This design comes from an exercise in tuning for small area on the open sky130 flow, not from production work.
At most, simulation tests tie the RTL to the original design; equivalence was not proved.
Function not checked in run 1: the RTL went through the layout flow alone.
Power and IR drop assume default switching activity.

<file path="flow/design.v">
`timescale 1ns / 1ps
module axi_timer_averager_functional (
    input  logic        CLK            ,
    input  logic        RESET          ,
    input  logic        START_TIMER    ,
    input  logic        STOP_TIMER     ,
    input  logic        AVG_MSMT_ENABLE,
    input  logic [ 4:0] AVG_MSMT_LIMIT ,
    output logic [31:0] MSMT_VALUE     ,
    output logic        MSMT_VALID     ,
    output logic [63:0] AVG_RAW        ,
    output logic [ 4:0] AVG_SHIFT      ,
    output logic        AVG_READY      ,
    output logic [31:0] MSMT_COUNT     ,
    input  logic [ 3:0] LOAD_EN        ,
    input  logic [31:0] LOAD_DATA      ,
    input  logic [ 3:0] LOAD_STRB
);
    function automatic logic [31:0] merge_bytes(input logic [31:0] old_value, input logic [31:0] new_value, input logic [3:0] strb);
        for (int b = 0; b < 4; b++)
            merge_bytes[b*8 +: 8] = strb[b] ? new_value[b*8 +: 8] : old_value[b*8 +: 8];
    endfunction
    function automatic logic [31:0] inc32(input logic [31:0] a, input logic c);
        for (int i = 0; i < 32; i++) begin
            inc32[i] = a[i] ^ c;
            c = c & a[i];
        end
    endfunction
    function automatic logic [32:0] add32(input logic [31:0] a, input logic [31:0] b);
        logic [31:0] s0;
        logic [ 4:0] cb;
        logic        c, q, p;
        cb[0] = 1'b0;
        for (int k = 0; k < 4; k++) begin
            c = 1'b0;
            p = 1'b1;
            for (int i = 8*k; i < 8*k + 8; i++) begin
                s0[i] = a[i] ^ b[i] ^ c;
                c = (a[i] & b[i]) | (c & (a[i] ^ b[i]));
                p = p & s0[i];
            end
            q = cb[k];
            for (int i = 8*k; i < 8*k + 8; i++) begin
                add32[i] = s0[i] ^ q;
                q = q & s0[i];
            end
            cb[k+1] = c | (cb[k] & p);
        end
        add32[32] = cb[4];
    endfunction
    logic        d_start_timer;
    logic        start_event  ;
    logic        stop_event   ;
    logic        current_state;
    logic [31:0] measurement_value;
    logic [31:0] avg_msmt_count;
    logic [31:0] avg_msmt_count_inc;
    logic        d_avg_msmt_enable;
    logic        avg_msmt_event;
    logic        limit_zero;
    logic [ 4:0] limit_exp;
    logic        limit_hit;
    logic        avg_clear;
    logic [31:0] acc_lo;
    logic [31:0] acc_hi;
    logic        acc_carry;
    logic [31:0] acc_hi_sum;
    logic [32:0] acc_lo_sum;
    assign MSMT_VALUE         = measurement_value;
    assign avg_msmt_count_inc = inc32(avg_msmt_count, 1'b1);
    assign MSMT_COUNT         = avg_msmt_count_inc;
    assign limit_hit          = limit_zero ? (avg_msmt_count == 32'd0)
                                           : (avg_msmt_count == (32'd1 << limit_exp));
    assign avg_clear          = limit_hit | ~AVG_MSMT_ENABLE;
    always_ff @(posedge CLK) begin
        if (RESET) begin
            d_start_timer <= 1'b0;
            start_event   <= 1'b0;
            stop_event    <= 1'b0;
        end else begin
            d_start_timer <= START_TIMER;
            start_event   <= START_TIMER & ~d_start_timer;
            stop_event    <= STOP_TIMER;
        end
    end
    always_ff @(posedge CLK) begin
        if (RESET)
            current_state <= 1'b0;
        else if (current_state)
            current_state <= ~stop_event;
        else
            current_state <= start_event;
    end
    always_ff @(posedge CLK) begin
        if (RESET)
            MSMT_VALID <= 1'b0;
        else
            MSMT_VALID <= current_state & stop_event;
    end
    always_ff @(posedge CLK) begin
        if (LOAD_EN[3])
            measurement_value <= merge_bytes(measurement_value, LOAD_DATA, LOAD_STRB);
        else if (current_state)
            measurement_value <= inc32(measurement_value, 1'b1);
        else
            measurement_value <= '0;
    end
    always_ff @(posedge CLK) begin
        if (LOAD_EN[2])
            avg_msmt_count <= merge_bytes(avg_msmt_count, LOAD_DATA, LOAD_STRB);
        else if (avg_clear)
            avg_msmt_count <= '0;
        else if (MSMT_VALID)
            avg_msmt_count <= avg_msmt_count_inc;
    end
    always_ff @(posedge CLK) begin
        if (RESET) begin
            d_avg_msmt_enable <= 1'b0;
            avg_msmt_event    <= 1'b0;
        end else begin
            d_avg_msmt_enable <= AVG_MSMT_ENABLE;
            avg_msmt_event    <= AVG_MSMT_ENABLE & ~d_avg_msmt_enable;
        end
    end
    always_ff @(posedge CLK) begin
        if (RESET)
            limit_zero <= 1'b1;
        else if (avg_msmt_event)
            limit_zero <= 1'b0;
    end
    always_ff @(posedge CLK) begin
        if (avg_msmt_event)
            limit_exp <= AVG_MSMT_LIMIT;
    end
    assign acc_hi_sum = inc32(acc_hi, acc_carry);
    assign acc_lo_sum = add32(acc_lo, measurement_value);
    always_ff @(posedge CLK) begin
        if (LOAD_EN[0])
            acc_lo <= merge_bytes(acc_lo, LOAD_DATA, LOAD_STRB);
        else if (LOAD_EN[1])
            acc_lo <= acc_lo;
        else if (avg_clear)
            acc_lo <= '0;
        else if (MSMT_VALID)
            acc_lo <= acc_lo_sum[31:0];
    end
    always_ff @(posedge CLK) begin
        if (LOAD_EN[1])
            acc_hi <= merge_bytes(acc_hi_sum, LOAD_DATA, LOAD_STRB);
        else if (~LOAD_EN[0] & avg_clear)
            acc_hi <= '0;
        else
            acc_hi <= acc_hi_sum;
    end
    always_ff @(posedge CLK) begin
        acc_carry <= ~LOAD_EN[0] & ~LOAD_EN[1] & ~avg_clear & MSMT_VALID & acc_lo_sum[32];
    end
    always_ff @(posedge CLK) begin
        if (limit_hit) begin
            AVG_RAW   <= {acc_hi_sum, acc_lo};
            AVG_SHIFT <= AVG_MSMT_LIMIT;
        end
    end
    always_ff @(posedge CLK) begin
        if (RESET)
            AVG_READY <= 1'b0;
        else
            AVG_READY <= 1'b1;
    end
endmodule
`timescale 1 ns / 1 ps
module axi_timer_averager #(
    parameter integer DEFAULT_SAMPLES_SERIE = 2,
    parameter integer S_AXI_LITE_DATA_WIDTH = 32  ,
    parameter integer S_AXI_LITE_ADDR_WIDTH = 32
) (
    input  logic                                 CLK               ,
    input  logic                                 RESETN            ,
    input  logic [    S_AXI_LITE_ADDR_WIDTH-1:0] S_AXI_LITE_AWADDR ,
    input  logic [                          2:0] S_AXI_LITE_AWPROT ,
    input  logic                                 S_AXI_LITE_AWVALID,
    output logic                                 S_AXI_LITE_AWREADY,
    input  logic [    S_AXI_LITE_DATA_WIDTH-1:0] S_AXI_LITE_WDATA  ,
    input  logic [(S_AXI_LITE_DATA_WIDTH/8)-1:0] S_AXI_LITE_WSTRB  ,
    input  logic                                 S_AXI_LITE_WVALID ,
    output logic                                 S_AXI_LITE_WREADY ,
    output logic [                          1:0] S_AXI_LITE_BRESP  ,
    output logic                                 S_AXI_LITE_BVALID ,
    input  logic                                 S_AXI_LITE_BREADY ,
    input  logic [    S_AXI_LITE_ADDR_WIDTH-1:0] S_AXI_LITE_ARADDR ,
    input  logic [                          2:0] S_AXI_LITE_ARPROT ,
    input  logic                                 S_AXI_LITE_ARVALID,
    output logic                                 S_AXI_LITE_ARREADY,
    output logic [    S_AXI_LITE_DATA_WIDTH-1:0] S_AXI_LITE_RDATA  ,
    output logic [                          1:0] S_AXI_LITE_RRESP  ,
    output logic                                 S_AXI_LITE_RVALID ,
    input  logic                                 S_AXI_LITE_RREADY ,
    output logic [                         31:0] MSMT_VALUE        ,
    output logic                                 MSMT_VALID        ,
    input  logic                                 INTR
);
    logic        axi_awready;    
    logic        aw_en      ;
    logic [ 2:0] wr_sel     ;    
    logic        axi_bvalid ;
    logic        axi_arready;
    logic        axi_rvalid ;
    logic [31:0] axi_rdata  ;
    logic        aw_start   ;
    logic        ar_start   ;
    logic        slv_reg_wren;
    logic        start_timer    ;
    logic        stop_timer     ;
    logic        stop_timer_d   ;
    logic        avg_msmt_enable;
    logic        avg_msmt_enable_d;
    logic [ 4:0] avg_msmt_limit ;
    logic [ 4:0] avg_msmt_limit_d;
    logic [ 3:0] load_en        ;
    logic [63:0] avg_raw   ;
    logic [ 4:0] avg_shift ;
    logic        avg_ready ;
    logic [31:0] msmt_count;
    logic [31:0] avg_word  ;
    assign S_AXI_LITE_AWREADY = axi_awready;
    assign S_AXI_LITE_WREADY  = axi_awready;
    assign S_AXI_LITE_BRESP   = 2'b00;
    assign S_AXI_LITE_BVALID  = axi_bvalid;
    assign S_AXI_LITE_ARREADY = axi_arready;
    assign S_AXI_LITE_RDATA   = axi_rdata;
    assign S_AXI_LITE_RRESP   = 2'b00;
    assign aw_start     = ~axi_awready & S_AXI_LITE_AWVALID & S_AXI_LITE_WVALID & aw_en;
    assign slv_reg_wren = axi_awready & S_AXI_LITE_WVALID & S_AXI_LITE_AWVALID;
    always_ff @(posedge CLK) begin
        if (~RESETN)
            axi_awready <= 1'b0;
        else
            axi_awready <= aw_start;
    end
    always_ff @(posedge CLK) begin
        if (~RESETN)
            aw_en <= 1'b1;
        else if (aw_start)
            aw_en <= 1'b0;
        else if (S_AXI_LITE_BREADY & axi_bvalid)
            aw_en <= 1'b1;
    end
    always_ff @(posedge CLK) begin
        if (aw_start)
            wr_sel <= (S_AXI_LITE_AWADDR[7:2] < 6'd6) ? S_AXI_LITE_AWADDR[4:2] : 3'd7;
    end
    always_ff @(posedge CLK) begin
        if (~RESETN)
            axi_bvalid <= 1'b0;
        else if (slv_reg_wren & ~axi_bvalid)
            axi_bvalid <= 1'b1;
        else if (S_AXI_LITE_BREADY & axi_bvalid)
            axi_bvalid <= 1'b0;
    end
    assign stop_timer_d = slv_reg_wren & (wr_sel == 3'd0) & S_AXI_LITE_WSTRB[0] & S_AXI_LITE_WDATA[0];
    always_comb begin
        avg_msmt_enable_d = avg_msmt_enable;
        avg_msmt_limit_d  = avg_msmt_limit;
        if (slv_reg_wren & (wr_sel == 3'd1)) begin
            if (S_AXI_LITE_WSTRB[0]) avg_msmt_enable_d = S_AXI_LITE_WDATA[0];
            if (S_AXI_LITE_WSTRB[1]) avg_msmt_limit_d  = S_AXI_LITE_WDATA[12:8];
        end
    end
    always_ff @(posedge CLK) begin
        if (~RESETN) begin
            stop_timer      <= 1'b0;
            avg_msmt_enable <= 1'b0;
            avg_msmt_limit  <= 5'(DEFAULT_SAMPLES_SERIE);
            start_timer     <= 1'b0;
        end else begin
            stop_timer      <= stop_timer_d;
            avg_msmt_enable <= avg_msmt_enable_d;
            avg_msmt_limit  <= avg_msmt_limit_d;
            start_timer     <= INTR;
        end
    end
    assign load_en[0] = slv_reg_wren & (wr_sel == 3'd2);
    assign load_en[1] = slv_reg_wren & (wr_sel == 3'd3);
    assign load_en[2] = slv_reg_wren & (wr_sel == 3'd4);
    assign load_en[3] = slv_reg_wren & (wr_sel == 3'd5);
    assign ar_start = ~axi_arready & S_AXI_LITE_ARVALID;
    always_ff @(posedge CLK) begin
        if (~RESETN)
            axi_arready <= 1'b0;
        else
            axi_arready <= ar_start;
    end
    always_ff @(posedge CLK) begin
        if (~RESETN)
            axi_rvalid <= 1'b0;
        else if (axi_arready & S_AXI_LITE_ARVALID & ~axi_rvalid)
            axi_rvalid <= 1'b1;
        else if (axi_rvalid & S_AXI_LITE_RREADY)
            axi_rvalid <= 1'b0;
    end
    always_ff @(posedge CLK) begin
        if (~RESETN)
            S_AXI_LITE_RVALID <= 1'b0;
        else
            S_AXI_LITE_RVALID <= axi_rvalid;
    end
    assign avg_word = avg_ready ? 32'({avg_raw} >> {S_AXI_LITE_ARADDR[2], avg_shift}) : 32'd0;
    always_ff @(posedge CLK) begin
        if (ar_start) begin
            case (S_AXI_LITE_ARADDR[7:2])
                6'd0    : axi_rdata <= {31'b0, stop_timer_d};
                6'd1    : axi_rdata <= {19'b0, avg_msmt_limit_d, 7'b0, avg_msmt_enable_d};
                6'd2    : axi_rdata <= avg_word;
                6'd3    : axi_rdata <= avg_word;
                6'd4    : axi_rdata <= msmt_count;
                default : axi_rdata <= '0;
            endcase
        end
    end
    axi_timer_averager_functional axi_timer_averager_functional_inst (
        .CLK            (CLK               ),
        .RESET          (~RESETN           ),
        .START_TIMER    (start_timer       ),
        .STOP_TIMER     (stop_timer        ),
        .AVG_MSMT_ENABLE(avg_msmt_enable   ),
        .AVG_MSMT_LIMIT (avg_msmt_limit    ),
        .MSMT_VALUE     (MSMT_VALUE        ),
        .MSMT_VALID     (MSMT_VALID        ),
        .AVG_RAW        (avg_raw           ),
        .AVG_SHIFT      (avg_shift         ),
        .AVG_READY      (avg_ready         ),
        .MSMT_COUNT     (msmt_count        ),
        .LOAD_EN        (load_en           ),
        .LOAD_DATA      (S_AXI_LITE_WDATA  ),
        .LOAD_STRB      (S_AXI_LITE_WSTRB  )
    );
endmodule
</file>
<file path="flow/run.sh">
#!/bin/bash
# synth_recipe.tcl (not shown) runs the flow's synth.tcl, then flattens the netlist and writes it again
# the make line also repeats each setting of config.mk as NAME=value (left out here)
make -C /OpenROAD-flow-scripts/flow DESIGN_CONFIG=/design/flow/config.mk WORK_HOME=/design/flow/orfs CLKGATE_MAP_FILE= SYNTH_SCRIPT=/design/flow/synth_recipe.tcl finish
</file>
<file path="flow/config.mk">
export PLATFORM = sky130hd
export DESIGN_NAME = axi_timer_averager
export DESIGN_NICKNAME = axi_timer_averager
export VERILOG_FILES = /design/flow/design.v
export SDC_FILE = /design/flow/constraint.sdc
export NUM_CORES = 4
export LEC_CHECK = 0
export CAP_MARGIN = 20
export CELL_PAD_IN_SITES_DETAIL_PLACEMENT = 1
export CELL_PAD_IN_SITES_GLOBAL_PLACEMENT = 2
export CORE_MARGIN = 2
export CORE_UTILIZATION = 35
export GPL_ROUTABILITY_DRIVEN = 1
export SLEW_MARGIN = 20
</file>
<file path="flow/constraint.sdc">
create_clock -name core_clock -period 8.0 [get_ports {CLK}]
set_input_delay 1.6000 -clock core_clock [delete_from_list [all_inputs] [get_ports {CLK}]]
set_output_delay 1.6000 -clock core_clock [all_outputs]
set_load 0.01 [all_outputs]
</file>
==> impl_results.md, run 1 <==
* Run status: finished clean
* Overflow after GRT at 0
* DR vias/cell at roughly 5.6
* Reg2Reg Setup Slack at roughly 0.96 ns
* Hold_buf cts at 0
* Asr flop ratio synth at 0%
* Die Area at between 40000 and 50000 sq um
* Die extent in x at approximately 220 um
* Post-CTS sizing at 0
* Initial antenna violation count at 1
* Critical path depth at 34
* CTS root buffer: clkbuf_16
* R2r startpoint: axi_timer_averager_functional_inst.acc_carry$_DFF_P_
* TritonCTS clock tree: done
* Setup bufs post-CTS at 0
* Largest family of logic cells by synthesized area: simple AND/OR/NAND/NOR gates
* Slew HR at between 20 and 30%
* Final setup violation count at 0
* Synth Area in Adders at under 10%
* Post-synth EDFFs at 205
* Maximum number of pins on one net before global-route repair at 69
* Initial Util at 35.3%
* Complex-gate fraction of the synthesized area at around an eighth
* Clk sinks at 261
* Netlist Area Pre-Place at around 16000 sq um
* Yosys cell types at 74
* Final Hold Vio Count at 0
* Area leader, netlist: edfxtp_1
* Site row count at 78
* Max_cap viols at 0
* Final min period at slightly above 7 ns
* Post-route ant nets at 0
* Worst-Margin Slew at 1.08 ns
* ANT cells at 0
* Total Power at 3.52 mW
* H-tree levels at 2
* Core area at roughly 45000 sq um
* Reg2Reg Depth at 34
* Cell with the most instances after synthesis: nand2_1
* CP Capture Type: register
* Initial drt markers at ~850
* Post-synthesis mux area share at roughly 14%
* Buf/Inv on CP at 0
* Fmax at roughly 0.14 GHz
* Critical Path End: axi_timer_averager_functional_inst.acc_hi[31]$_DFF_P_
* Final WL at 59300 um
* Yosys warnings at 2
* Arr. time, crit path at 7.51 ns
* Setup_tns at 0 ns
* First-pass GRT wire length at roughly 90000 um
* Synth Instances at about 1500
* Avg Cell Area, Syn at between 10 and 15 sq um
* Flip-flop and latch count after synthesis at around 260
* Synth top area share at around 39%
* Port Buffer Count at ~130
* CTS Buf Count at 34
* Final count of pins violating max slew at 0
* Reg clk slew, reported paths at ~0.060 ns
* Commonest cells in the netlist: nand2_1 (295), edfxtp_1 (205), inv_1 (90)
* Maximum fanout along the worst path at 2
* Clk buf depth at 3
* LEAKAGE at 7.11 nW
* Layout area overhead at 18.2%
* Period utilisation layout at between 80% and 90%
* HP Class: reg2reg
* Req. time, crit path at approximately 8.5 ns
* WL/cell at around 27 um
* Total number of vias at between 10000 and 15000
* Nets at roughly 1800
* Simple-Gate Fraction of Synth Area at roughly 15%
* Worst setup path start: axi_timer_averager_functional_inst.acc_carry$_DFF_P_
* RSZ-0062 raised after global routing: no
* DR pass1 iterations at 5
* Share of layout cells above drive strength 1 at 10.9%
* CP delay by family, top: adder cells
* Startpoint types: register
* CP most frequent cell: ha_1
* Top cells by area, synth: edfxtp_1 (39%), mux4_2 (7.1%), dfxtp_1 (7.0%), nand2_1 (6.9%), mux2i_1 (4.8%)
* Die height at between 200 and 250 um
* Max rail drop VDD at between 0.1 and 0.15 mV
* RePlAce Congestion at around 0.89
* Prevailing post-synth register cell: edfxtp_1
* Synth Area in XOR/XNOR at less than 1%
* Register area share after synthesis at 45.6%
* Worst-skew pair later-pin latency at 0.56 ns
* Num ports at ~190
* Clock Skew at 0.0248 ns
* Crit-path slowest cell: dfxtp_1
* Drt drc at 0
* CP peak stage delay at 0.31 ns
* WS Path Type: reg2reg
* Dpl hpwl at around 45000 um
* Pwr dens at ~190 nW/um^2
* Total track usage at 25.5%
* R2R Path End: axi_timer_averager_functional_inst.acc_hi[31]$_DFF_P_
* Vias in the first global route at ~13000
==> power by group <==
part / leakage, nW / internal [mW] / switching (mW)
Sequential: 2.85 / 1.50 / 0.0382
Combinational: 3.69 / 0.151 / 0.221
Clock: 0.567 / 0.961 / 0.645
Total: 7.11 / 2.61 / 0.905
==> how the worst min path moves through the flow <==
stage          cells after the start                                                      endpoint  startpoint  slack (ns)
6_report                           1  axi_timer_averager_functional_inst.avg_msmt_event$_SDFF_PN0_    register        0.38
5_1_grt                            1  axi_timer_averager_functional_inst.avg_msmt_event$_SDFF_PN0_    register        0.40
4_1_cts                            1  axi_timer_averager_functional_inst.avg_msmt_event$_SDFF_PN0_    register        0.38
3_5_place_dp                       1  axi_timer_averager_functional_inst.avg_msmt_event$_SDFF_PN0_    register        0.38
3_3_place_gp                       1  axi_timer_averager_functional_inst.avg_msmt_event$_SDFF_PN0_    register        0.37
2_1_floorplan                      1  axi_timer_averager_functional_inst.avg_msmt_event$_SDFF_PN0_    register        0.37
==> registers in the layout, indices dropped and copies added, names as in the netlist, 3 cells and up <==
name,count
avg_msmt_limit,5
axi_timer_averager_functional_inst.limit_exp,5
axi_timer_averager_functional_inst.acc_hi,32
axi_timer_averager_functional_inst.measurement_value,32
axi_rdata,32
axi_timer_averager_functional_inst.AVG_RAW,64
axi_timer_averager_functional_inst.acc_lo,32
axi_timer_averager_functional_inst.avg_msmt_count,32
wr_sel,3
axi_timer_averager_functional_inst.AVG_SHIFT,5
==> logic make-up (layout without fill, tap and decap cells) <==
family	after synthesis	in the layout
DFF	261	261
muxes	159	159
buffers and inverters	199	300
xor gates and xnor gates	4	4
other	1	4
adders and majority gates	84	84
AOI/OAI and AO/OA	291	291
and+or+nand+nor	518	518
==> layer usage <==
metal / wire (um) / GRT usage (%) / share of wire [%] / vias to the layer above
li1: - / - / - / 5764
met1: 28100 / 36.8 / 47 / 6306
met2: 26700 / 39.6 / 45 / 320
met3: 2710 / 3.60 / 4.6 / 79
met4: 1850 / 7.85 / 3.1 / 0
met5: 0 / 0 / 0 / -
==> area by class of cell <==
cell class / instances / area, sq um
Clock buffer: 41 / 918
Clock inverter: 21 / 244
Fill cell: 4924 / 26300
Inverter: 91 / 342
Multi-Input combinational cell: 1060 / 7930
Sequential cell: 261 / 7280
Tap cell: 600 / 751
Timing Repair Buffer: 147 / 1420
==> per-stage QoR <==
stage          area [sq um]  std cells  hold WS, ns  util [%]  worst slack [ns]
6_report              18900       2221        0.383      41.8             0.959
5_1_grt               18900       2221        0.403      41.8             0.525
4_1_cts               18900       2221        0.383      41.8             0.879
3_5_place_dp          17700       2159        0.375      39.2             0.942
3_3_place_gp          17700       2159        0.372      39.2              1.01
2_1_floorplan         16000       1520        0.367         -              1.45
==> cells in the final DEF, fill, tap and decap left out, types with 17 or more instances in the layout <==
| master | n |
|---|---|
| ha_1 | 56 |
| mux2_2 | 33 |
| nor2_1 | 50 |
| a21oi_1 | 29 |
| nand2b_1 | 20 |
| buf_4 | 22 |
| inv_1 | 90 |
| clkdlybuf4s50_1 | 125 |
| o21ai_1 | 22 |
| o221ai_1 | 23 |
| fa_1 | 28 |
| edfxtp_1 | 205 |
| nand2_1 | 293 |
| dfxtp_1 | 56 |
| nand3_1 | 36 |
| mux4_2 | 50 |
| o22ai_1 | 17 |
| mux2i_1 | 75 |
| o31ai_1 | 46 |
| clkbuf_16 | 35 |
| o21ai_0 | 82 |
==> run 2, diff against run 1 <==
--- a/flow/design.v
+++ b/flow/design.v
@@ -20,33 +20,16 @@
         for (int b = 0; b < 4; b++)
             merge_bytes[b*8 +: 8] = strb[b] ? new_value[b*8 +: 8] : old_value[b*8 +: 8];
     endfunction
-    function automatic logic [31:0] inc32(input logic [31:0] a, input logic c);
+    function automatic logic [31:0] inc32(input logic [31:0] a, input logic cin);
+        logic c;
+        c = cin;
         for (int i = 0; i < 32; i++) begin
             inc32[i] = a[i] ^ c;
             c = c & a[i];
         end
     endfunction
     function automatic logic [32:0] add32(input logic [31:0] a, input logic [31:0] b);
-        logic [31:0] s0;
-        logic [ 4:0] cb;
-        logic        c, q, p;
-        cb[0] = 1'b0;
-        for (int k = 0; k < 4; k++) begin
-            c = 1'b0;
-            p = 1'b1;
-            for (int i = 8*k; i < 8*k + 8; i++) begin
-                s0[i] = a[i] ^ b[i] ^ c;
-                c = (a[i] & b[i]) | (c & (a[i] ^ b[i]));
-                p = p & s0[i];
-            end
-            q = cb[k];
-            for (int i = 8*k; i < 8*k + 8; i++) begin
-                add32[i] = s0[i] ^ q;
-                q = q & s0[i];
-            end
-            cb[k+1] = c | (cb[k] & p);
-        end
-        add32[32] = cb[4];
+        add32 = {1'b0, a} + {1'b0, b};
     endfunction
     logic        d_start_timer;
     logic        start_event  ;
@@ -69,8 +52,20 @@
     assign MSMT_VALUE         = measurement_value;
     assign avg_msmt_count_inc = inc32(avg_msmt_count, 1'b1);
     assign MSMT_COUNT         = avg_msmt_count_inc;
-    assign limit_hit          = limit_zero ? (avg_msmt_count == 32'd0)
-                                           : (avg_msmt_count == (32'd1 << limit_exp));
+    logic [3:0] byte_nz;
+    logic [3:0] byte_sel;
+    logic [7:0] bit_sel;
+    logic [7:0] sel_byte;
+    always_comb begin
+        for (int g = 0; g < 4; g++) begin
+            byte_nz[g]  = |avg_msmt_count[8*g +: 8];
+            byte_sel[g] = ~limit_zero & (limit_exp[4:3] == 2'(g));
+        end
+        for (int k = 0; k < 8; k++)
+            bit_sel[k] = ~limit_zero & (limit_exp[2:0] == 3'(k));
+    end
+    assign sel_byte  = avg_msmt_count[8*limit_exp[4:3] +: 8];
+    assign limit_hit = ~|(byte_nz & ~byte_sel) & (sel_byte == bit_sel);
     assign avg_clear          = limit_hit | ~AVG_MSMT_ENABLE;
     always_ff @(posedge CLK) begin
         if (RESET) begin
@@ -129,7 +124,9 @@
             limit_zero <= 1'b0;
     end
     always_ff @(posedge CLK) begin
-        if (avg_msmt_event)
+        if (RESET)
+            limit_exp <= '0;
+        else if (avg_msmt_event)
             limit_exp <= AVG_MSMT_LIMIT;
     end
     assign acc_hi_sum = inc32(acc_hi, acc_carry);
@@ -304,7 +301,13 @@
         else
             S_AXI_LITE_RVALID <= axi_rvalid;
     end
-    assign avg_word = avg_ready ? 32'({avg_raw} >> {S_AXI_LITE_ARADDR[2], avg_shift}) : 32'd0;
+    logic [62:0] avg_sh32;
+    logic [46:0] avg_sh16;
+    logic [34:0] avg_sh4;
+    assign avg_sh32 = S_AXI_LITE_ARADDR[2] ? {31'b0, avg_raw[63:32]} : avg_raw[62:0];
+    assign avg_sh16 = avg_shift[4] ? avg_sh32[62:16] : avg_sh32[46:0];
+    assign avg_sh4  = 35'(avg_sh16 >> {avg_shift[3:2], 2'b0});
+    assign avg_word = avg_ready ? 32'(avg_sh4 >> avg_shift[1:0]) : 32'd0;
     always_ff @(posedge CLK) begin
         if (ar_start) begin
             case (S_AXI_LITE_ARADDR[7:2])
==> impl_results.md, run 2 <==
* Vias in the first global route at 12600 (was 12900)
* Area leader, netlist: edfxtp_1 (unchanged)
* Commonest non-fill, non-tap cells in the layout: nand2_1 (210), edfxtp_1 (200), ha_1 (124), clkdlybuf4s50_1 (124), o21ai_0 (110) (was nand2_1 (293), edfxtp_1 (205), clkdlybuf4s50_1 (125))
* Dpl hpwl at 45400 um (was 44800 um)
* Hold Crit Depth at 1 (unchanged)
* Sw Pwr at 837 uW (was 905 uW)
* Reg2Reg Setup Slack at 0.96 ns (about the same)
* H-tree levels at 2 (unchanged)
* Fmax at 0.142 GHz (about the same)
* Core area at 46400 sq um (was 45200 sq um)
* CP delay by family, top: adder cells (unchanged)
* Post-synth EDFFs at 200 (was 205)
* Buf/Inv on CP at 0 (unchanged)
* Hold Crit Endpoint: axi_timer_averager_functional_inst.avg_msmt_event$_SDFF_PN0_ (unchanged)
* Initial Util at 35.3% (about the same)
* First-pass GRT wire length at 85400 um (was 88100 um)
* Clk sinks at 261 (unchanged)
* Period utilisation layout at 87.9% (was 88.0%)
* Slew HR at 30.9% (was 28.1%)
* Final Hold Vio Count at 0 (unchanged)
* DP Cell Count at 2176 (was 2159)
* Asr flop ratio synth at 0% (unchanged)
* Hold_buf cts at 0 (unchanged)
* Arr. time, crit path at 7.29 ns (was 7.51 ns)
* CP Capture Type: register (unchanged)
* Run status: finished clean (unchanged)
* Clk buf depth at 3 (unchanged)
* Initial antenna violation count at 3 (was 1)
* DR vias/cell at 5.51 (was 5.61)
* CTS root buffer: clkbuf_16 (unchanged)
* Top cells by area, synth: edfxtp_1 (37%), ha_1 (9.5%), dfxtp_1 (7.5%), mux4_2 (6.3%), mux2i_1 (6.2%) (was edfxtp_1 (39%), mux4_2 (7.1%), dfxtp_1 (7.0%), nand2_1 (6.9%), mux2i_1 (4.8%))
* Flip-flop and latch count after synthesis at 261 (unchanged)
* Share of layout cells above drive strength 1 at 11.3% (was 10.9%)
* Netlist Area Pre-Place at 16400 sq um (was 16000 sq um)
* Drt drc at 0 (unchanged)
* Yosys warnings at 2 (unchanged)
* Final count of pins violating max slew at 0 (unchanged)
* Req. time, crit path at 8.26 ns (was 8.47 ns)
* DR pass1 iterations at 5 (unchanged)
* P_int at 2.52 mW (was 2.61 mW)
* Post-CTS sizing at 0 (unchanged)
* Synth top area share at 36.7% (was 38.5%)
* Max rail drop VDD at 0.136 mV (was 0.117 mV)
* CTS Buf Count at 34 (unchanged)
* Die Area at 48500 sq um (was 47400 sq um)
* Crit-path slowest cell: edfxtp_1 (was dfxtp_1)
* RePlAce Congestion at 0.821 (was 0.887)
* R2R Path End: axi_rdata[31]$_DFFE_PP_ (was axi_timer_averager_functional_inst.acc_hi[31]$_DFF_P_)
* Avg Cell Area, Syn at 10.8 sq um (was 10.5 sq um)
* Die extent in x at 220 um (was 218 um)
* Startpoint types: register (unchanged)
* Reg clk slew, reported paths at 0.06 ns (about the same)
* Multi-input gate area at 8630 sq um (was 7930 sq um)
* Reg2Reg Depth at 32 (was 34)
* Comb power frac at 9.8% (was 10.6%)
* Commonest cells in the netlist: nand2_1 (211), edfxtp_1 (200), ha_1 (124) (was nand2_1 (295), edfxtp_1 (205), inv_1 (90))
* Synth Instances at 1521 (was 1517)
* Max reg flops at 64 (unchanged)
* Register area share after synthesis at 44.2% (was 45.6%)
* Cell with the most instances after synthesis: nand2_1 (unchanged)
* Maximum number of pins on one net before global-route repair at 70 (was 69)
* Yosys cell types at 77 (was 74)
* Post-route ant nets at 0 (unchanged)
* Worst-skew pair later-pin latency at 0.54 ns (was 0.56 ns)
* WL/cell at 26.0 um (was 26.7 um)
* Setup_tns at 0 ns (unchanged)
* Final setup violation count at 0 (unchanged)
* Worst-Margin Slew at 1.04 ns (was 1.08 ns)
* CP peak stage delay at 0.50 ns (was 0.31 ns)
* Pwr dens at 175 nW/um^2 (was 186 nW/um^2)
* LEAKAGE at 7.63 nW (was 7.11 nW)
* Layout area overhead at 17.4% (was 18.2%)
* Total number of vias at 12300 (was 12500)
* Reg area at 7230 sq um (was 7280 sq um)
* Final WL at 58100 um (was 59300 um)
* HP Class: reg2reg (unchanged)
* Port Buffer Count at 125 (unchanged)
* Nets at 1844 (was 1793)
* Site row count at 79 (was 78)
* Overflow after GRT at 0 (unchanged)
* Net Sw Frac at 24.9% (was 25.7%)
* WS Path Type: reg2reg (unchanged)
* Max_cap viols at 0 (unchanged)
* Biggest register: axi_timer_averager_functional_inst.AVG_RAW (unchanged)
* Num ports at 188 (unchanged)
* Die height at 220 um (was 218 um)
* TritonCTS clock tree: done (unchanged)
* Clock Power Share at 44.5% (was 45.7%)
* Clock Skew at 0.0175 ns (was 0.0248 ns)
* RSZ-0062 raised after global routing: no (unchanged)
* Final min period at 7.04 ns (about the same)
* Fillers at 5042 (was 4924)
* Total track usage at 24.4% (was 25.5%)
* Part of the power in registers at 45.7% (was 43.8%)
* Prevailing post-synth register cell: edfxtp_1 (unchanged)
* Maximum fanout along the worst path at 5 (was 2)
* Fin cells at 2239 (was 2221)
* Most common cell after layout, fill and taps aside: nand2_1 (unchanged)
* Initial drt markers at 765 (was 848)
* CP most frequent cell: ha_1 (unchanged)
* Setup bufs post-CTS at 0 (unchanged)
-- run 2: layer usage --
metal	track usage (%)	wire, um	vias up
li1	-	-	5899
met1	34.7	27800	6154
met2	38.8	26800	227
met3	3.56	2130	59
met4	6.42	1340	4
met5	0	23	-
-- run 2: worst max-delay path by stage --
stage	start	to	slack, ns	depth (start not counted)
finish	register	axi_rdata[31]$_DFFE_PP_	0.96	32
global route	register	axi_rdata[31]$_DFFE_PP_	0.55	32
floorplan	register	register	1.79	33
global placement	register	axi_rdata[31]$_DFFE_PP_	1.05	32
detailed placement	register	axi_rdata[31]$_DFFE_PP_	1.07	32
CTS	register	axi_rdata[31]$_DFFE_PP_	1.0	32
-- run 2: through the flow --
step	util [%]	setup WS (ns)	cell area [sq um]	total power, mW	hold slack [ns]
detailed placement	39.1	1.07	18100	1.90	0.376
CTS	41.4	0.999	19200	3.40	0.384
floorplan	-	1.79	16400	1.73	0.367
finish	41.4	0.965	19200	3.36	0.381
global route	41.4	0.552	19200	3.48	0.403
global placement	39.1	1.05	18100	1.89	0.372
-- run 2: layout make-up --
class                           count  area share (%)
Antenna cell                        1          0.0130
Clock buffer                       51            5.35
Clock inverter                     11           0.345
Inverter                           29           0.567
Multi-Input combinational cell   1135            44.9
Sequential cell                   261            37.6
Tap cell                          607            3.95
Timing Repair Buffer              144            7.23
-- run 2: power groups by stage --
stage | registers (mW) | clock network (mW) | logic, mW
floorplan | 1.54 | 0 | 0.188
global placement | 1.56 | 0 | 0.331
detailed placement | 1.56 | 0 | 0.332
CTS | 1.53 | 1.54 | 0.333
global route | 1.54 | 1.59 | 0.353
finish | 1.54 | 1.50 | 0.329
-- run 2: cell families (layout without fill, tap and decap cells) --
group	count (synthesis)	in the layout	share of synthesized area [%]
multiplexers	168	168	14.0
AO/OA/AOI/OAI	307	307	12.5
XOR/XNOR	27	27	1.44
AND/OR/NAND/NOR	504	504	14.8
other	1	5	0.0229
adder cells (fa/ha/maj)	125	125	9.60
flip-flops	261	261	44.2
buffers and inverters	128	235	3.53
==> run 3, diff against run 2 <==
--- a/flow/design.v
+++ b/flow/design.v
@@ -124,9 +124,7 @@
             limit_zero <= 1'b0;
     end
     always_ff @(posedge CLK) begin
-        if (RESET)
-            limit_exp <= '0;
-        else if (avg_msmt_event)
+        if (avg_msmt_event)
             limit_exp <= AVG_MSMT_LIMIT;
     end
     assign acc_hi_sum = inc32(acc_hi, acc_carry);
--- a/flow/config.mk
+++ b/flow/config.mk
@@ -10,5 +10,7 @@
 export CELL_PAD_IN_SITES_GLOBAL_PLACEMENT = 2
 export CORE_MARGIN = 2
 export CORE_UTILIZATION = 35
+export CTS_BUF_LIST = sky130_fd_sc_hd__clkbuf_8
+export CTS_CLUSTER_SIZE = 30
 export GPL_ROUTABILITY_DRIVEN = 1
 export SLEW_MARGIN = 20
==> impl_results.md, run 3 <==
* Run status: finished clean (unchanged)
* LEAKAGE at 7.84 nW (was 7.63 nW)
* Biggest register: axi_timer_averager_functional_inst.AVG_RAW (unchanged)
* CP peak stage delay at 0.55 ns (was 0.50 ns)
* Arr. time, crit path at 7.17 ns (was 7.29 ns)
* Most common cell after layout, fill and taps aside: nand2_1 (unchanged)
* Req. time, crit path at 8.36 ns (was 8.26 ns)
* Die extent in x at 214 um (was 220 um)
* Synth Instances at 1421 (was 1521)
* Overflow after GRT at 0 (unchanged)
* Synth top area share at 39.9% (was 36.7%)
* Worst Setup Slack, final at 1.19 ns (was 0.965 ns)
* Maximum number of pins on one net before global-route repair at 70 (unchanged)
* Setup_tns at 0 ns (unchanged)
* Dpl hpwl at 41700 um (was 45400 um)
* Cell with the most instances after synthesis: nand2_1 (unchanged)
* Initial antenna violation count at 0 (was 3)
* Clock Skew at 0.0427 ns (was 0.0175 ns)
* Clk sinks at 261 (unchanged)
* Prevailing post-synth register cell: edfxtp_1 (unchanged)
* Post-route ant nets at 0 (unchanged)
* Total track usage at 24.0% (was 24.4%)
* Site row count at 76 (was 79)
* Clk buf depth at 3 (unchanged)
* Final setup violation count at 0 (unchanged)
* Max rail drop VDD at 0.0916 mV (was 0.136 mV)
* TritonCTS clock tree: done (unchanged)
* Drt drc at 0 (unchanged)
* Period utilisation layout at 85.1% (was 87.9%)
* Final count of pins violating max slew at 0 (unchanged)
* Share of layout cells above drive strength 1 at 9.33% (was 11.3%)
* First-pass GRT wire length at 79600 um (was 85400 um)
* Commonest non-fill, non-tap cells in the layout: nand2_1 (224), edfxtp_1 (205), ha_1 (124), clkdlybuf4s50_1 (124), o21ai_0 (91) (was nand2_1 (210), edfxtp_1 (200), ha_1 (124), clkdlybuf4s50_1 (124), o21ai_0 (110))
* Commonest cells in the netlist: nand2_1 (224), edfxtp_1 (205), ha_1 (124) (was nand2_1 (211), edfxtp_1 (200), ha_1 (124))
* Setup bufs post-CTS at 0 (unchanged)
* Final WL at 54100 um (was 58100 um)
* Placed cell area at 17200 sq um (was 18100 sq um)
* Post-CTS sizing at 0 (unchanged)
* Die height at 214 um (was 220 um)
* Nets at 1772 (was 1844)
* Final min period at 6.81 ns (was 7.04 ns)
* RSZ-0062 raised after global routing: no (unchanged)
* Post-synth EDFFs at 205 (was 200)
* Max_cap viols at 0 (unchanged)
* Area leader, netlist: edfxtp_1 (unchanged)
* Initial Util at 35.6% (was 35.3%)
* Top cells by area, synth: edfxtp_1 (40%), ha_1 (10%), dfxtp_1 (7.3%), mux2i_1 (5.7%), nand2_1 (5.5%) (was edfxtp_1 (37%), ha_1 (9.5%), dfxtp_1 (7.5%), mux4_2 (6.3%), mux2i_1 (6.2%))
* Pre-CTS WS at 1.26 ns (was 1.07 ns)
* RePlAce Congestion at 0.789 (was 0.821)
* Asr flop ratio synth at 0% (unchanged)
* Worst-skew pair later-pin latency at 0.65 ns (was 0.54 ns)
* WS Path Type: reg2reg (unchanged)
* CP Capture Type: register (unchanged)
* Num ports at 188 (unchanged)
* Port Buffer Count at 125 (unchanged)
* Die Area at 45700 sq um (was 48500 sq um)
* Initial drt markers at 720 (was 765)
* CTS Buf Count at 51 (was 34)
* Pwr dens at 173 nW/um^2 (was 175 nW/um^2)
* WL/cell at 25.0 um (was 26.0 um)
* Worst-Margin Slew at 1.14 ns (was 1.04 ns)
* ANT cells at 0 (was 1)
* Layout area overhead at 18.1% (was 17.4%)
* Yosys warnings at 2 (unchanged)
* CP most frequent cell: ha_1 (unchanged)
* Startpoint types: register (unchanged)
* Final Hold Vio Count at 0 (unchanged)
* Crit-path slowest cell: edfxtp_1 (unchanged)
* Final instance area at 18200 sq um (was 19200 sq um)
* Maximum fanout along the worst path at 5 (unchanged)
* Netlist Area Pre-Place at 15400 sq um (was 16400 sq um)
* Reg clk slew, reported paths at 0.06 ns (about the same)
* H-tree levels at 2 (unchanged)
* DR pass1 iterations at 5 (unchanged)
* Yosys cell types at 65 (was 77)
* HP Class: reg2reg (unchanged)
* Avg Cell Area, Syn at 10.8 sq um (about the same)
* Register area share after synthesis at 47.2% (was 44.2%)
* Fmax at 0.147 GHz (was 0.142 GHz)
* Flip-flop and latch count after synthesis at 261 (unchanged)
* Final Util at 42.1% (was 41.4%)
* CTS root buffer: clkbuf_8 (was clkbuf_16)
* DR vias/cell at 5.46 (was 5.51)
* Worst hold slack at 0.381 ns (about the same)
* Max reg flops at 64 (unchanged)
* Total number of vias at 11800 (was 12300)
* Slew HR at 23.9% (was 30.9%)
* Core area at 43300 sq um (was 46400 sq um)
* Vias in the first global route at 12300 (was 12600)
* Hold_buf cts at 0 (unchanged)
run 3: cell types whose count changed after synthesis, moves of 9 or more:
cell | previous run | this run
o21ai_0 | 110 | 91
a22o_1 | 25 | 70
nor3_1 | 33 | 12
mux4_2 | 46 | 27
a21o_1 | 10 | 19
nand3_1 | 23 | 39
o31ai_1 | 25 | 14
nor3_2 | 20 | 0
nand2b_1 | 25 | 15
mux2i_1 | 101 | 88
nor2_1 | 109 | 72
nand2_1 | 211 | 224
run 3: worst paths after layout:
path,start,to,slack [ns],cells after the start
max reg2reg,register,register,1.19,32
max,register,register,1.19,32
min,axi_timer_averager_functional_inst.d_start_timer$_SDFF_PN0_,axi_timer_averager_functional_inst.start_event$_SDFF_PN0_,0.38,1
min reg2reg,axi_timer_averager_functional_inst.d_start_timer$_SDFF_PN0_,axi_timer_averager_functional_inst.start_event$_SDFF_PN0_,0.38,1
run 3: logic make-up after synthesis:
group,synth area share [%]
flip-flops,47.2
other,0.0243
adder cells (fa/ha/maj),10.2
multiplexers,11.1
buffers and inverters,2.83
AO/OA/AOI/OAI,14.3
AND/OR/NAND/NOR,12.7
XOR/XNOR,1.65
run 3: layer usage:
metal	part of all wire (%)	track usage [%]
met5	0	0
met4	2.6	7.93
met3	4.2	3.31
met2	44	36.8
met1	49	34.9
run 3: final cells by class:
cell class                 instances  area [sq um]
multi-input combinational       1054          7740
clock buffer                      56           771
sequential                       261          7280
tap                              585           732
clock inverter                    40           213
fill                            4788         25100
inverter                          21          78.8
timing repair buffer             144          1390
run 3: metrics by stage:
stage	power (mW)	std cells
3_3_place_gp	1.87	2065
3_5_place_dp	1.87	2065
2_1_floorplan	1.72	1424
6_report	3.16	2161
4_1_cts	3.20	2161
5_1_grt	3.28	2161
run 3: where the power goes:
group          switching [mW]  internal [mW]
clock network           0.630          0.681
logic                   0.182          0.126
registers              0.0405           1.50
run 3: critical path: cells and delay by family (launching register included):
family	cells	cell delay (ns)
adders and majority gates	30	5.70
DFF	1	0.55
xor gates and xnor gates	1	0.21
AOI/OAI and AO/OA	1	0.09
==> run 4, diff against run 3 <==
--- a/flow/config.mk
+++ b/flow/config.mk
@@ -10,7 +10,5 @@
 export CELL_PAD_IN_SITES_GLOBAL_PLACEMENT = 2
 export CORE_MARGIN = 2
 export CORE_UTILIZATION = 35
-export CTS_BUF_LIST = sky130_fd_sc_hd__clkbuf_8
-export CTS_CLUSTER_SIZE = 30
 export GPL_ROUTABILITY_DRIVEN = 1
 export SLEW_MARGIN = 20
==> impl_results.md, run 4 <==
* CTS Buf Count at 34 (was 51)
* Slew HR at 24.6% (was 23.9%)
* Layout area overhead at 19.0% (was 18.1%)
* Run status: finished clean (unchanged)
* Yosys warnings at 2 (unchanged)
* CP Capture Type: register (unchanged)
* Die Area at 45700 sq um (unchanged)
* Initial antenna violation count at 0 (unchanged)
* Overflow after GRT at 0 (unchanged)
* CP delay by family, top: adder cells (unchanged)
* Prevailing post-synth register cell: edfxtp_1 (unchanged)
* DR vias/cell at 5.51 (was 5.46)
* Vias in the first global route at 12200 (was 12300)
* Die height at 214 um (unchanged)
* Setup bufs post-CTS at 0 (unchanged)
* Pwr dens at 184 nW/um^2 (was 173 nW/um^2)
* Final instance area at 18300 sq um (was 18200 sq um)
* Area leader, netlist: edfxtp_1 (unchanged)
* Period utilisation layout at 84.9% (was 85.1%)
* Cell with the most instances after synthesis: nand2_1 (unchanged)
* Port Buffer Count at 125 (unchanged)
* WS Path Type: reg2reg (unchanged)
* Reg clk slew, reported paths at 0.06 ns (about the same)
* H-tree levels at 2 (unchanged)
* Final setup violation count at 0 (unchanged)
* Crit-path slowest cell: edfxtp_1 (unchanged)
* Asr flop ratio synth at 0% (unchanged)
* Share of layout cells above drive strength 1 at 8.30% (was 9.33%)
* RePlAce Congestion at 0.789 (unchanged)
* Max rail drop VDD at 0.117 mV (was 0.0916 mV)
* RSZ-0062 raised after global routing: no (unchanged)
* Register area share after synthesis at 47.2% (unchanged)
* Initial drt markers at 752 (was 720)
* Worst-Margin Slew at 1.13 ns (was 1.14 ns)
* Placed cell area at 17200 sq um (unchanged)
* Maximum fanout along the worst path at 5 (unchanged)
* HP Class: reg2reg (unchanged)
* Buf/Inv on CP at 0 (unchanged)
* Maximum number of pins on one net before global-route repair at 70 (unchanged)
* Max_cap viols at 0 (unchanged)
* Post-synth EDFFs at 205 (unchanged)
* Final Hold Vio Count at 0 (unchanged)
* Commonest cells in the netlist: nand2_1 (224), edfxtp_1 (205), ha_1 (124) (unchanged)
* Yosys cell types at 65 (unchanged)
* Total number of vias at 11700 (was 11800)
* CTS root buffer: clkbuf_16 (was clkbuf_8)
* Top cells by area, synth: edfxtp_1 (40%), ha_1 (10%), dfxtp_1 (7.3%), mux2i_1 (5.7%), nand2_1 (5.5%) (unchanged)
* TritonCTS clock tree: done (unchanged)
* Synth top area share at 39.9% (unchanged)
* Worst Setup Slack, final at 1.20 ns (was 1.19 ns)
* Dpl hpwl at 41700 um (unchanged)
* Commonest non-fill, non-tap cells in the layout: nand2_1 (224), edfxtp_1 (205), ha_1 (124), clkdlybuf4s50_1 (124), o21ai_0 (91) (unchanged)
* Req. time, crit path at 8.28 ns (was 8.36 ns)
* Clk buf depth at 3 (unchanged)
* Max reg flops at 64 (unchanged)
* Biggest register: axi_timer_averager_functional_inst.AVG_RAW (unchanged)
* Final WL at 53800 um (was 54100 um)
* Synth Instances at 1421 (unchanged)
* Initial Util at 35.6% (unchanged)
* ANT cells at 0 (unchanged)
* Arr. time, crit path at 7.07 ns (was 7.17 ns)
* Drt drc at 0 (unchanged)
* Site row count at 76 (unchanged)
* Netlist Area Pre-Place at 15400 sq um (unchanged)
* Post-route ant nets at 0 (unchanged)
* Total track usage at 24.0% (about the same)
* Die extent in x at 214 um (unchanged)
* Hold_buf cts at 0 (unchanged)
* First-pass GRT wire length at 79500 um (was 79600 um)
* Clk sinks at 261 (unchanged)
* Setup_tns at 0 ns (unchanged)
* Nets at 1755 (was 1772)
* Final min period at 6.80 ns (was 6.81 ns)
* Core area at 43300 sq um (unchanged)
* Startpoint types: register (unchanged)
* Clock Skew at 0.0281 ns (was 0.0427 ns)
* WL/cell at 25.3 um (was 25.0 um)
* Fmax at 0.147 GHz (about the same)
* Num ports at 188 (unchanged)
* CP most frequent cell: ha_1 (unchanged)
* Final count of pins violating max slew at 0 (unchanged)
* LEAKAGE at 7.80 nW (was 7.84 nW)
* Post-CTS sizing at 0 (unchanged)
* Pre-CTS WS at 1.26 ns (unchanged)
* Flip-flop and latch count after synthesis at 261 (unchanged)
* CP peak stage delay at 0.56 ns (was 0.55 ns)
* Most common cell after layout, fill and taps aside: nand2_1 (unchanged)
* DR pass1 iterations at 5 (unchanged)
* Avg Cell Area, Syn at 10.8 sq um (unchanged)
* Worst-skew pair later-pin latency at 0.56 ns (was 0.65 ns)
==> run 4: cell families (layout without fill, tap and decap cells) <==
group / after synthesis / in the layout / synth area share (%)
adders and majority gates: 125 / 125 / 10.2
DFF: 261 / 261 / 47.2
and+or+nand+nor: 436 / 436 / 12.7
muxes: 135 / 135 / 11.1
AOI/OAI and AO/OA: 325 / 325 / 14.3
buffers and inverters: 109 / 227 / 2.83
xor gates and xnor gates: 29 / 29 / 1.65
other: 1 / 4 / 0.0243
==> run 4: final timing paths <==
path | from | end | slack (ns) | depth (start not counted)
setup / recovery | register | register | 1.20 | 32
setup reg to reg | register | register | 1.20 | 32
hold / removal | axi_timer_averager_functional_inst.d_start_timer$_SDFF_PN0_ | axi_timer_averager_functional_inst.start_event$_SDFF_PN0_ | 0.38 | 1
hold reg to reg | axi_timer_averager_functional_inst.d_start_timer$_SDFF_PN0_ | axi_timer_averager_functional_inst.start_event$_SDFF_PN0_ | 0.38 | 1
==> run 4: final cells by class <==
cell class / instances / area, sq um
fillers: 4728 / 24900
multi-input cells: 1054 / 7740
flip-flops and latches: 261 / 7280
repair buffers: 144 / 1390
clock buffers: 54 / 1050
well taps: 585 / 732
inverters: 21 / 78.8
clock inverters: 8 / 68.8
==> run 4: worst reg2reg max path: cells and delay by family, from the launching register on <==
kind | cells | cell delay, ns
compound gates | 1 | 0.09
xor+xnor | 1 | 0.21
fa+ha+maj | 30 | 5.69
flops | 1 | 0.56
==> run 4: metrics by stage <==
stage / cells / hold WS, ns / utilization [%] / power, mW
after floorplan: 1424 / 0.367 / - / 1.72
after global placement: 2065 / 0.371 / 39.8 / 1.87
after detailed placement: 2065 / 0.382 / 39.8 / 1.87
after CTS: 2127 / 0.392 / 42.4 / 3.42
after global routing: 2127 / 0.402 / 42.4 / 3.49
final: 2127 / 0.384 / 42.4 / 3.38
==> run 4: report_power, final <==
group	internal, mW	switching (mW)	leakage, nW
registers	1.50	0.0402	2.85
clock network	0.908	0.626	0.546
logic	0.126	0.182	4.40
==> run 4: metal layers <==
metal | vias to the layer above | GRT usage, % | wire, um
li1 | 5544 | - | -
met3 | 61 | 3.81 | 2190
met4 | 0 | 6.70 | 1390
met5 | - | 0 | 0
met2 | 238 | 36.9 | 23700
met1 | 5882 | 35.0 | 26500
==> run 5, diff against run 4 <==
==> flow/flow/run.sh (new file) <==
#!/bin/bash
# Standard ORFS layout with two changes: ports are buffered with the smallest
# buffer, and clock tree synthesis inserts no dummy loads and uses clkbuf_8.
set -uo pipefail
bash standard.sh \
  "BUFFER_PORTS_ARGS=-buffer_cell sky130_fd_sc_hd__buf_1" \
  "CTS_ARGS=-sink_clustering_enable -repair_clock_nets -dont_use_dummy_load -sink_clustering_size 30 -buf_list sky130_fd_sc_hd__clkbuf_8" \
  finish > run_standard.log 2>&1
rc=$?
echo "standard.sh exit $rc"
exit $rc
==> flow/standard.sh (new file) <==
#!/bin/bash
# synth_recipe.tcl (not shown) runs the flow's synth.tcl, then flattens the netlist and writes it again
# the make line also repeats each setting of config.mk as NAME=value (left out here)
make -C /OpenROAD-flow-scripts/flow DESIGN_CONFIG=/design/flow/config.mk WORK_HOME=/design/flow/orfs CLKGATE_MAP_FILE= SYNTH_SCRIPT=/design/flow/synth_recipe.tcl "${@:-finish}"
removed: flow/run.sh
==> impl_results.md, run 5 <==
* Synth Area in XOR/XNOR at 1.65% (unchanged)
* Reg clk slew, reported paths at 0.06 ns (about the same)
* WL/cell at 25.7 um (was 25.3 um)
* Fmax at 0.145 GHz (was 0.147 GHz)
* Die extent in x at 214 um (unchanged)
* Reg2Reg Depth at 32 (unchanged)
* Worst hold slack at 0.384 ns (about the same)
* CTS root buffer: clkbuf_8 (was clkbuf_16)
* Vias in the first global route at 12000 (was 12200)
* Setup_tns at 0 ns (unchanged)
* CP Capture Type: register (unchanged)
* CP peak stage delay at 0.55 ns (was 0.56 ns)
* Overflow after GRT at 0 (unchanged)
* Clk buf depth at 3 (unchanged)
* CTS Buf Count at 50 (was 34)
* CP most frequent cell: ha_1 (unchanged)
* Die height at 214 um (unchanged)
* Asr flop ratio synth at 0% (unchanged)
* Share of layout cells above drive strength 1 at 8.36% (was 8.30%)
* LEAKAGE at 7.30 nW (was 7.80 nW)
* Multi-input gate area at 7740 sq um (about the same)
* Core area at 43300 sq um (unchanged)
* Req. time, crit path at 8.28 ns (about the same)
* Nets at 1772 (was 1755)
* Startpoint types: register (unchanged)
* Setup bufs post-CTS at 0 (unchanged)
* Hold Crit Depth at 1 (unchanged)
* Num ports at 188 (unchanged)
* DR pass1 iterations at 5 (unchanged)
* RSZ-0062 raised after global routing: no (unchanged)
* Post-synth EDFFs at 205 (unchanged)
* Synth Area in Adders at 10.2% (unchanged)
* Total track usage at 24.3% (was 24.0%)
* Worst-skew pair later-pin latency at 0.64 ns (was 0.56 ns)
* Crit-path slowest cell: edfxtp_1 (unchanged)
* Post-synthesis mux area share at 11.1% (unchanged)
* Complex-gate fraction of the synthesized area at 14.3% (unchanged)
* Netlist Area Pre-Place at 15400 sq um (unchanged)
* Clk sinks at 261 (unchanged)
* TritonCTS clock tree: done (unchanged)
* Reg2Reg Setup Slack at 1.11 ns (was 1.20 ns)
* Prevailing post-synth register cell: edfxtp_1 (unchanged)
* Initial Util at 35.6% (unchanged)
* Pwr dens at 169 nW/um^2 (was 184 nW/um^2)
* Maximum fanout along the worst path at 5 (unchanged)
* First-pass GRT wire length at 80200 um (was 79500 um)
* Post-route ant nets at 0 (unchanged)
* Initial drt markers at 790 (was 752)
* WS Path Type: reg2reg (unchanged)
* Final count of pins violating max slew at 0 (unchanged)
* H-tree levels at 2 (unchanged)
* Clock Skew at 0.0735 ns (was 0.0281 ns)
* Period utilisation layout at 86.1% (was 84.9%)
* Area leader, netlist: edfxtp_1 (unchanged)
* Arr. time, crit path at 7.17 ns (was 7.07 ns)
* DR vias/cell at 5.54 (was 5.51)
* Avg Cell Area, Syn at 10.8 sq um (unchanged)
* ANT cells at 0 (unchanged)
* Maximum number of pins on one net before global-route repair at 60 (was 70)
* Synth Instances at 1421 (unchanged)
* Yosys cell types at 65 (unchanged)
* Cell with the most instances after synthesis: nand2_1 (unchanged)
* Port Buffer Count at 125 (unchanged)
* Biggest register: axi_timer_averager_functional_inst.AVG_RAW (unchanged)
* Register area share after synthesis at 47.2% (unchanged)
* Largest family of logic cells by synthesized area: compound AO/OA/AOI/OAI gates (unchanged)
* Commonest cells in the netlist: nand2_1 (224), edfxtp_1 (205), ha_1 (124) (unchanged)
* Initial antenna violation count at 2 (was 0)
* Worst-Margin Slew at 1.05 ns (was 1.13 ns)
* Fillers at 4817 (was 4728)
* Hold_buf cts at 0 (unchanged)
* RePlAce Congestion at 0.814 (was 0.789)
* Flip-flop and latch count after synthesis at 261 (unchanged)
* Commonest non-fill, non-tap cells in the layout: nand2_1 (224), edfxtp_1 (205), ha_1 (124), buf_1 (124), o21ai_0 (91) (was nand2_1 (224), edfxtp_1 (205), ha_1 (124), clkdlybuf4s50_1 (124), o21ai_0 (91))
* Yosys warnings at 2 (unchanged)
* Simple-Gate Fraction of Synth Area at 12.7% (unchanged)
* Max reg flops at 64 (unchanged)
* Final WL at 54300 um (was 53800 um)
* Total number of vias at 11700 (about the same)
* Max rail drop VDD at 0.0886 mV (was 0.117 mV)
* Drt drc at 0 (unchanged)
* Run status: finished clean (unchanged)
* HP Class: reg2reg (unchanged)
* Synth top area share at 39.9% (unchanged)
* Hold Crit Endpoint: axi_timer_averager_functional_inst.avg_msmt_event$_SDFF_PN0_ (was axi_timer_averager_functional_inst.start_event$_SDFF_PN0_)
* Max_cap viols at 0 (unchanged)
* Most common cell after layout, fill and taps aside: nand2_1 (unchanged)
* Slew HR at 29.8% (was 24.6%)
* Final min period at 6.89 ns (was 6.80 ns)
* Reg area at 7280 sq um (about the same)
* Top cells by area, synth: edfxtp_1 (40%), ha_1 (10%), dfxtp_1 (7.3%), mux2i_1 (5.7%), nand2_1 (5.5%) (unchanged)
* Final setup violation count at 0 (unchanged)
* Die Area at 45700 sq um (unchanged)
* Post-CTS sizing at 0 (unchanged)
* R2R Path End: axi_rdata[30]$_DFFE_PP_
* Dpl hpwl at 42400 um (was 41700 um)
* Site row count at 76 (unchanged)
* Layout area overhead at 11.2% (was 19.0%)
* Final Hold Vio Count at 0 (unchanged)
## run 5: final cells by class
cell class / instances / area share (%)
multi-input cells: 1054 / 45.2
clock buffers: 50 / 4.02
flip-flops and latches: 261 / 42.5
repair buffers: 145 / 3.62
inverters: 21 / 0.460
well taps: 585 / 4.27
## run 5: where the power goes
part           leakage (nW)  internal (mW)  switching (mW)  total (mW)
registers              2.85           1.50          0.0373        1.53
clock network         0.359          0.546           0.539        1.08
logic                  4.09         0.0980           0.186       0.284
total                  7.30           2.14           0.762        2.90
## run 5: cells by family (layout without fill, tap and decap cells)
group	Yosys count	after routing
buffers and inverters	109	216
adders and majority gates	125	125
xor gates and xnor gates	29	29
DFF	261	261
AOI/OAI and AO/OA	325	325
muxes	135	135
and+or+nand+nor	436	436
other	1	4
## run 5: through the flow
stage | total power, mW | setup WS (ns) | instance area [sq um] | util, % | cells
2_1_floorplan | 1.72 | 1.80 | 15400 | - | 1424
3_3_place_gp | 1.85 | 1.27 | 16400 | 38.0 | 2066
3_5_place_dp | 1.85 | 1.20 | 16400 | 38.0 | 2066
4_1_cts | 2.94 | 1.10 | 17100 | 39.6 | 2116
5_1_grt | 3.02 | 0.826 | 17100 | 39.6 | 2116
6_report | 2.90 | 1.11 | 17100 | 39.6 | 2116
## run 5: metal layers
layer / global-route usage [%] / part of all wire (%) / vias up
li1: - / - / 5541
met1: 35.6 / 49 / 5833
met2: 36.7 / 44 / 267
met3: 3.40 / 4.1 / 84
met4: 8.21 / 3.0 / 4
met5: 0 / 0.048 / -
## run 5: worst max-delay path by stage
stage / endpoint / slack (ns) / from / depth (start not counted)
6_report: axi_rdata[30]$_DFFE_PP_ / 1.11 / register / 32
2_1_floorplan: register / 1.80 / register / 33
3_5_place_dp: axi_rdata[30]$_DFFE_PP_ / 1.20 / register / 32
3_3_place_gp: axi_rdata[30]$_DFFE_PP_ / 1.27 / register / 32
4_1_cts: axi_rdata[30]$_DFFE_PP_ / 1.10 / register / 32
5_1_grt: axi_rdata[30]$_DFFE_PP_ / 0.83 / register / 32
## run 5: critical path: cells and delay by family (launching register included)
family | cells | cell delay (ns)
simple gates | 1 | 0.07
flops | 1 | 0.55
compound gates | 1 | 0.13
fa+ha+maj | 30 | 5.79
==> run 6, diff against run 5 <==
==> flow/flow/run.sh (replaced) <==
#!/bin/bash
# Standard ORFS layout with two changes: ports are buffered with the smallest
# buffer, and clock tree synthesis inserts no dummy loads and uses larger
# sink clusters of clkbuf_8.
set -uo pipefail
bash standard.sh \
  "BUFFER_PORTS_ARGS=-buffer_cell sky130_fd_sc_hd__buf_1" \
  "CTS_ARGS=-sink_clustering_enable -repair_clock_nets -dont_use_dummy_load -sink_clustering_size 30 -sink_clustering_max_diameter 100 -buf_list sky130_fd_sc_hd__clkbuf_8" \
  finish > run_standard.log 2>&1
rc=$?
echo "standard.sh exit $rc"
exit $rc
--- a/flow/config.mk
+++ b/flow/config.mk
@@ -9,6 +9,7 @@
 export CELL_PAD_IN_SITES_DETAIL_PLACEMENT = 1
 export CELL_PAD_IN_SITES_GLOBAL_PLACEMENT = 2
 export CORE_MARGIN = 2
-export CORE_UTILIZATION = 35
+export CORE_UTILIZATION = 60
 export GPL_ROUTABILITY_DRIVEN = 1
+export PLACE_DENSITY = 0.7
 export SLEW_MARGIN = 20
==> impl_results.md, run 6 <==
* Die height at 164 um (was 214 um)
* Run status: stopped before the end (was finished clean)
* Register area share after synthesis at 47.2% (unchanged)
* Yosys cell types at 65 (unchanged)
* Synth Instances at 1421 (unchanged)
* Die extent in x at 164 um (was 214 um)
* Yosys warnings at 2 (unchanged)
* Netlist Area Pre-Place at 15400 sq um (unchanged)
* Avg Cell Area, Syn at 10.8 sq um (unchanged)
* Synth top area share at 39.9% (unchanged)
* Flip-flop and latch count after synthesis at 261 (unchanged)
* Asr flop ratio synth at 0% (unchanged)
* Site row count at 58 (was 76)
* Tool error: [ERROR GPL-0301] Utilization 101.478 % exceeds 100%.
* Cell with the most instances after synthesis: nand2_1 (unchanged)
* Top cells by area, synth: edfxtp_1 (40%), ha_1 (10%), dfxtp_1 (7.3%), mux2i_1 (5.7%), nand2_1 (5.5%) (unchanged)
* Fail Step: global placement without I/O (3_1_place_gp_skip_io)
* Commonest cells in the netlist: nand2_1 (224), edfxtp_1 (205), ha_1 (124) (unchanged)
* Initial Util at 61.2% (was 35.6%)
* Post-synth EDFFs at 205 (unchanged)
* Area leader, netlist: edfxtp_1 (unchanged)
* Prevailing post-synth register cell: edfxtp_1 (unchanged)
-- run 6: logic make-up after synthesis --
logic type / count (synthesis) / synth area share, %
compound gates: 325 / 14.3
xor+xnor: 29 / 1.65
fa+ha+maj: 125 / 10.2
buf+inv: 109 / 2.83
flops: 261 / 47.2
mux: 135 / 11.1
other cells: 1 / 0.0243
simple gates: 436 / 12.7

[re-timing with driven ports]
No port has a modelled driver above. Below, the same layouts with a new extraction and two added sets of constraints. Step 1, drivers: a clkbuf_16 drives CLK and a buf_2 each remaining input, both assumed. Step 2, shift: input delay + t, output delay - t, t = (earliest + latest rising clock arrival at the registers) / 2. This alone moves slack from input paths to output paths. a / b / c = ideal ports / drivers / drivers and shift; a / b = the first two.
run | t (ns) | setup WS [ns] | hold WS [ns] | worst setup path after step 2
run 1 | 0.603 | 0.959 / 0.959 / 0.959 | 0.383 / 0.383 / 0.383 | register to register
run 2 | 0.588 | 0.965 / 0.965 / 0.965 | 0.381 / 0.381 / 0.381 | register to register
run 3 | 0.681 | 1.189 / 1.189 / 1.189 | 0.381 / 0.381 / 0.381 | register to register
run 4 | 0.601 | 1.205 / 1.205 / 1.205 | 0.384 / 0.384 / 0.384 | register to register
run 5 | 0.656 | 1.113 / 1.113 / 1.113 | 0.384 / 0.384 / 0.384 | register to register
After both steps every run listed still meets setup and hold.
